Background: an optimization exercise with open tools, aiming at small area and a short achievable clock period. Do not read the settings as production practice.
Function was checked by simulation only, so behaviour that the tests miss may differ from the original.
No activity file was given, so power comes from the tool's default toggle rates.

==> inputs of trial 65 <==
## TopLevel
module TopLevel (
    input clk,
    input reset,
    output wire [63:0] imem_addr,
    input [31:0] imem_data,
    output wire [63:0] final_rd
);
Settings: LEC_CHECK=0, CAP_MARGIN=20, CORE_MARGIN=2, CORE_UTILIZATION=40, CTS_CLUSTER_DIAMETER=80, CTS_CLUSTER_SIZE=20, PLACE_DENSITY=0.55, SLEW_MARGIN=20, SYNTH_HIERARCHICAL=1; clock period 36.0 ns.
standard.sh (not shown) runs the stock make flow with config.mk's settings and CLKGATE_MAP_FILE= SYNTH_SCRIPT=/design/flow/synth_recipe.tcl, a recipe that flattens the netlist after the stock synthesis.
==> flow/flow/run.sh <==
#!/bin/bash
# Layout flow: the standard ORFS flow (standard.sh, standard synthesis included),
# changed only through ORFS's own hooks:
#  - the port buffers are buf_4 cells instead of the default delay buffer;
#  - before the standard repair_design, flow/pre_resize.tcl buffers the reset net
#    (the net that feeds the flip-flops' asynchronous reset pins) as a gain-based tree
#    and gives the flip-flops that drive output ports a stronger drive.
# The clock period and constraints are the design's (constraint.sdc, unchanged).
set -euo pipefail
W=$(pwd)
export BUFFER_PORTS_ARGS="-buffer_cell sky130_fd_sc_hd__buf_4"
export PRE_RESIZE_TCL="$W/flow/pre_resize.tcl"
export MAX_REPAIR_ANTENNAS_ITER_DRT=10
bash standard.sh > "$W/standard.log" 2>&1
Other scripts of this flow, unchanged in this note and not shown: flow/flow/pre_resize.tcl
==> build 32 (differences from trial 65) <==
--- a/flow/design.v
+++ b/flow/design.v
@@ -197,13 +197,16 @@
     output wire [63:0] final_rd
 );
     reg  [63:2] pc;
     reg  [31:0] ifid_ir;           
     reg         ifid_v;
-    reg  [63:0] idex_a, idex_b;    
+    reg  [31:12] idex_hi;          
+    reg         idex_v;            
+    reg         idex_r2;           
+    reg         idex_imm, idex_u, idex_j;  
     reg         idex_fa, idex_fb;  
-    reg  [12:0] idex_x;            
+    reg  [4:0]  idex_e1, idex_e2;  
     reg  [2:0]  idex_op;
     reg         idex_nz, idex_st, idex_ld, idex_we, idex_br;
     reg  [4:0]  idex_rd;
     reg  [63:0] exm_alu;
     reg  [12:0] exm_off;
@@ -230,16 +233,10 @@
     wire isJ   = ifid_v & (opc == 7'b1101111);
     wire isJR  = ifid_v & (opc == 7'b1100111);
     wire isU   = ifid_v & ((opc == 7'b0110111) | (opc == 7'b0010111));
     wire d_we  = isR | isI | isL | isJ | isJR | isU;
     wire d_imm = isI | isL | isJ | isJR | isU;    
-    wire [31:0] immI = {{20{ir[31]}}, ir[31:20]};
-    wire [31:0] immU = {ir[31:12], 12'b0};
-    wire [31:0] immJ = {{12{ir[31]}}, ir[19:12], ir[20], ir[30:21], 1'b0};
-    wire [31:0] imm  = isU ? immU : isJ ? immJ : immI;
-    wire [12:0] boff = {ir[31], ir[31], ir[7], ir[30:25], ir[11:8]} - 13'd3;
-    wire [12:0] d_x  = isB ? boff : {ir[31], ir[31:25], ir[11:7]};
     wire [9:0] f73 = {ir[31:25], ir[14:12]};
     reg  [2:0] d_op;
     always @(*) begin
         if (isR) begin
             case (f73)
@@ -283,62 +280,68 @@
             end else begin : hi
                 aosel #(33) u (.s({s_alu, dsel}), .d(d), .y(wbn[gb]));
             end
         end
     endgenerate
-    function [4:0] rstv;
-        input [4:0] a;
-        rstv = (a == 5'd12) ? 5'd25 : a;
-    endfunction
     wire w1  = exm_we & (exm_rd != 5'd0) & (exm_rd == rs1);
     wire w2  = exm_we & (exm_rd != 5'd0) & (exm_rd == rs2);
     wire m1  = idex_we & (idex_rd != 5'd0) & (idex_rd == rs1);
     wire m2  = idex_we & (idex_rd != 5'd0) & (idex_rd == rs2);
     wire fa  = m1 & ~(w1 & exm_ld);
     wire fb  = m2 & ~(w2 & exm_ld) & ~d_imm;
+    function [4:0] rstv;
+        input [4:0] a;
+        rstv = (a == 5'd12) ? 5'd25 : a;
+    endfunction
+    wire rp1 = (rs1 != 5'd0) & (rv[rs1] | w1);
+    wire rp2 = (rs2 != 5'd0) & (rv[rs2] | w2);
+    wire [4:0] e1 = rp1 ? 5'd0 : rstv(rs1);
+    wire [4:0] e2 = (rp2 | d_imm) ? 5'd0 : rstv(rs2);
+    wire [4:0]  xrs1 = idex_hi[19:15];
+    wire [4:0]  xrs2 = idex_hi[24:20];
+    wire [31:0] immI = {{20{idex_hi[31]}}, idex_hi[31:20]};
+    wire [31:0] immU = {idex_hi[31:12], 12'b0};
+    wire [31:0] immJ = {{12{idex_hi[31]}}, idex_hi[19:12], idex_hi[20], idex_hi[30:21], 1'b0};
+    wire [31:0] imm  = idex_u ? immU : idex_j ? immJ : immI;
+    wire [63:0] immx = {{32{imm[31]}}, imm};
     wire [31:1] rsel1, rsel2;
     generate
         for (gi = 1; gi < 32; gi = gi + 1) begin : rsd
-            assign rsel1[gi] = ~w1 & rv[gi] & (rs1 == gi);
-            assign rsel2[gi] = ~d_imm & ~w2 & rv[gi] & (rs2 == gi);
+            assign rsel1[gi] = idex_v & rv[gi] & (xrs1 == gi);
+            assign rsel2[gi] = idex_r2 & rv[gi] & (xrs2 == gi);
         end
     endgenerate
-    wire v1 = (rs1 != 5'd0) & rv[rs1];
-    wire v2 = (rs2 != 5'd0) & rv[rs2];
-    wire s_rst1 = ~w1 & ~v1;
-    wire s_rst2 = ~d_imm & ~w2 & ~v2;
-    wire [4:0] rv1 = rstv(rs1);
-    wire [4:0] rv2 = rstv(rs2);
-    wire s_fw1 = w1;
-    wire s_fw2 = ~d_imm & w2;
-    wire [63:0] immx = {{32{imm[31]}}, imm};
-    wire [63:0] a_pre, b_pre;
+    wire [63:0] ra, rb;
     generate
         for (gb = 0; gb < 64; gb = gb + 1) begin : rds
-            wire [31:0] d;
+            wire [30:0] d;
             for (gi = 1; gi < 32; gi = gi + 1) begin : w
                 assign d[gi-1] = rf[gi][gb];
             end
-            assign d[31] = wbn[gb];
             if (gb < 5) begin : lo
-                aosel_e #(32) ua (.s({s_fw1, rsel1}), .d(d), .e(s_rst1 & rv1[gb]), .y(a_pre[gb]));
-                aosel_e #(32) ub (.s({s_fw2, rsel2}), .d(d),
-                                  .e((s_rst2 & rv2[gb]) | (d_imm & immx[gb])), .y(b_pre[gb]));
+                aosel_e #(31) ua (.s(rsel1), .d(d), .e(idex_e1[gb]), .y(ra[gb]));
+                aosel_e #(31) ub (.s(rsel2), .d(d),
+                                  .e(idex_e2[gb] | (idex_imm & immx[gb])), .y(rb[gb]));
             end else begin : hi
-                aosel #(32) ua (.s({s_fw1, rsel1}), .d(d), .y(a_pre[gb]));
-                aosel_e #(32) ub (.s({s_fw2, rsel2}), .d(d), .e(d_imm & immx[gb]), .y(b_pre[gb]));
+                aosel #(31) ua (.s(rsel1), .d(d), .y(ra[gb]));
+                aosel_e #(31) ub (.s(rsel2), .d(d), .e(idex_imm & immx[gb]), .y(rb[gb]));
             end
         end
     endgenerate
-    wire [63:0] op1 = idex_fa ? exm_alu : idex_a;
-    wire [63:0] fw2 = idex_fb ? exm_alu : idex_b;
-    wire [63:0] op2 = idex_st ? {{52{idex_x[11]}}, idex_x[11:0]} : fw2;
+    wire [11:0] simm = {idex_hi[31:25], idex_rd};      
+    wire [63:0] op1 = idex_fa ? exm_alu : ra;
+    wire [63:0] fw2 = idex_fb ? exm_alu : rb;
+    wire [63:0] sx   = {{52{simm[11]}}, simm};
+    wire        o2_e = idex_fb & ~idex_st;
+    wire        o2_r = ~idex_fb & ~idex_st;
+    wire [63:0] op2  = ({64{o2_e}} & exm_alu) | ({64{o2_r}} & rb) | ({64{idex_st}} & sx);
+    wire [12:0] boff = {idex_hi[31], idex_hi[31], idex_rd[0], idex_hi[30:25], idex_rd[4:1]} - 13'd3;
     wire [63:0] res;
     wire eq;
     alu64 alu (.a(op1), .b(op2), .op(idex_op), .y(res), .eq(eq));
     wire        st_en = idex_st & ~taken;
-    wire [7:0]  sadr  = op1[7:0] + idex_x[7:0];    
+    wire [7:0]  sadr  = op1[7:0] + simm[7:0];    
     wire [4:0]  widx  = sadr[7:3];
     wire [31:0] dwen;
     generate
         for (gi = 0; gi < 32; gi = gi + 1) begin : dmw
             assign dwen[gi] = st_en & (widx == gi);
@@ -377,19 +380,24 @@
         end
     end
     always @(posedge clk) begin
         if (!stall)
             ifid_ir <= imem_data;
-        idex_a  <= a_pre;
-        idex_b  <= b_pre;
+        idex_hi <= ir[31:12];
+        idex_v  <= ifid_v;
+        idex_r2 <= ifid_v & ~d_imm;
+        idex_imm <= d_imm;
+        idex_u  <= isU;
+        idex_j  <= isJ;
         idex_fa <= fa;
         idex_fb <= fb;
-        idex_x  <= d_x;
+        idex_e1 <= e1;
+        idex_e2 <= e2;
         idex_op <= d_op;
         idex_rd <= rdf;
         exm_alu <= res;
-        exm_off <= idex_x;
+        exm_off <= boff;
         exm_rd  <= idex_rd;
     end
     integer i;
     always @(posedge clk) begin
         for (i = 1; i < 32; i = i + 1)
CORE_UTILIZATION = 55   (was 40)
PLACE_DENSITY = 0.65   (was 0.55)
==> qor summary <==
metric                                                                                          trial 65       build 32
Clock buffers created by TritonCTS                                                                   284            269
Footprint of the multi-input gates                                                           0.04668 mm²    0.04572 mm²
Vias per cell                                                                                      7.289          8.256
Layout net count                                                                                   11031          10785
Worst supply voltage drop on vdd                                                            0.00003599 V   0.00004991 V
Termination of the worst setup path                                                        imem_addr[33]  imem_addr[41]
Power Sequential                                                                                 5.78 mW        5.63 mW
Flop-to-flop setup slack                                                                        29.84 ns       27.29 ns
Overall power consumption                                                                       9.687 mW       9.214 mW
Startpoint of the lowest-slack hold path                                                      idex_x[12]     ifid_ir[7]
Worst hold slack after final layout                                                            0.3484 ns      0.3560 ns
Power of the combinational group                                                                0.480 mW       0.422 mW
Switching share of total power                                                                    0.2328         0.2239
Actual slew at the worst max-slew pin                                                           1.204 ns       1.392 ns
# clock sinks                                                                                       4496           4390
Post-CTS clock slew at the launch and capture registers of the worst setup and hold paths        0.08 ns        0.09 ns
Combinational share of power                                                                       0.050          0.046
Run status                                                              no timing/DRC/antenna violations  no timing/DRC/antenna violations
DP Worst Slack                                                                                  27.78 ns       27.55 ns
Count of routing violations after the opening detailed-route iteration                             30009          33395
Part of the power in registers                                                                     0.597          0.612
Routed wirelength normalized by instance count                                                  42.10 µm       45.15 µm
Site Rows                                                                                            245            207
Minimum setup slack in the final design                                                         27.20 ns       27.24 ns
End-of-flow core utilization                                                                      0.4484         0.6078
Instance count after placement with tap cells included                                             16525          14552

separate check: timing with driven ports:
No port has a modelled driver above. Below, the same layouts with a new extraction and two added sets of constraints. Step 1 sets driving cells, clkbuf_16 on the clock port and buf_2 on the other inputs (assumed; they add their load-dependent delay and slew). Step 2, shift: input delay + t, output delay - t, t = (earliest + latest rising clock arrival at the registers) / 2. This alone moves slack from input paths to output paths. Three values: ideal ports, drivers, drivers and shift; two values: the first two.
run | t, ns | setup WS [ns] | latest minus earliest clock arrival (ns) | cell pins on the clock port's net
trial 65 | 1.084 | 27.197 / 27.088 / 27.795 | 0.139 / 0.139 | 1
build 32 | 1.060 | 27.240 / 27.114 / 27.295 | 0.056 / 0.055 | 1
After both steps every run listed still meets setup and hold. Setup slack includes reset recovery checks.
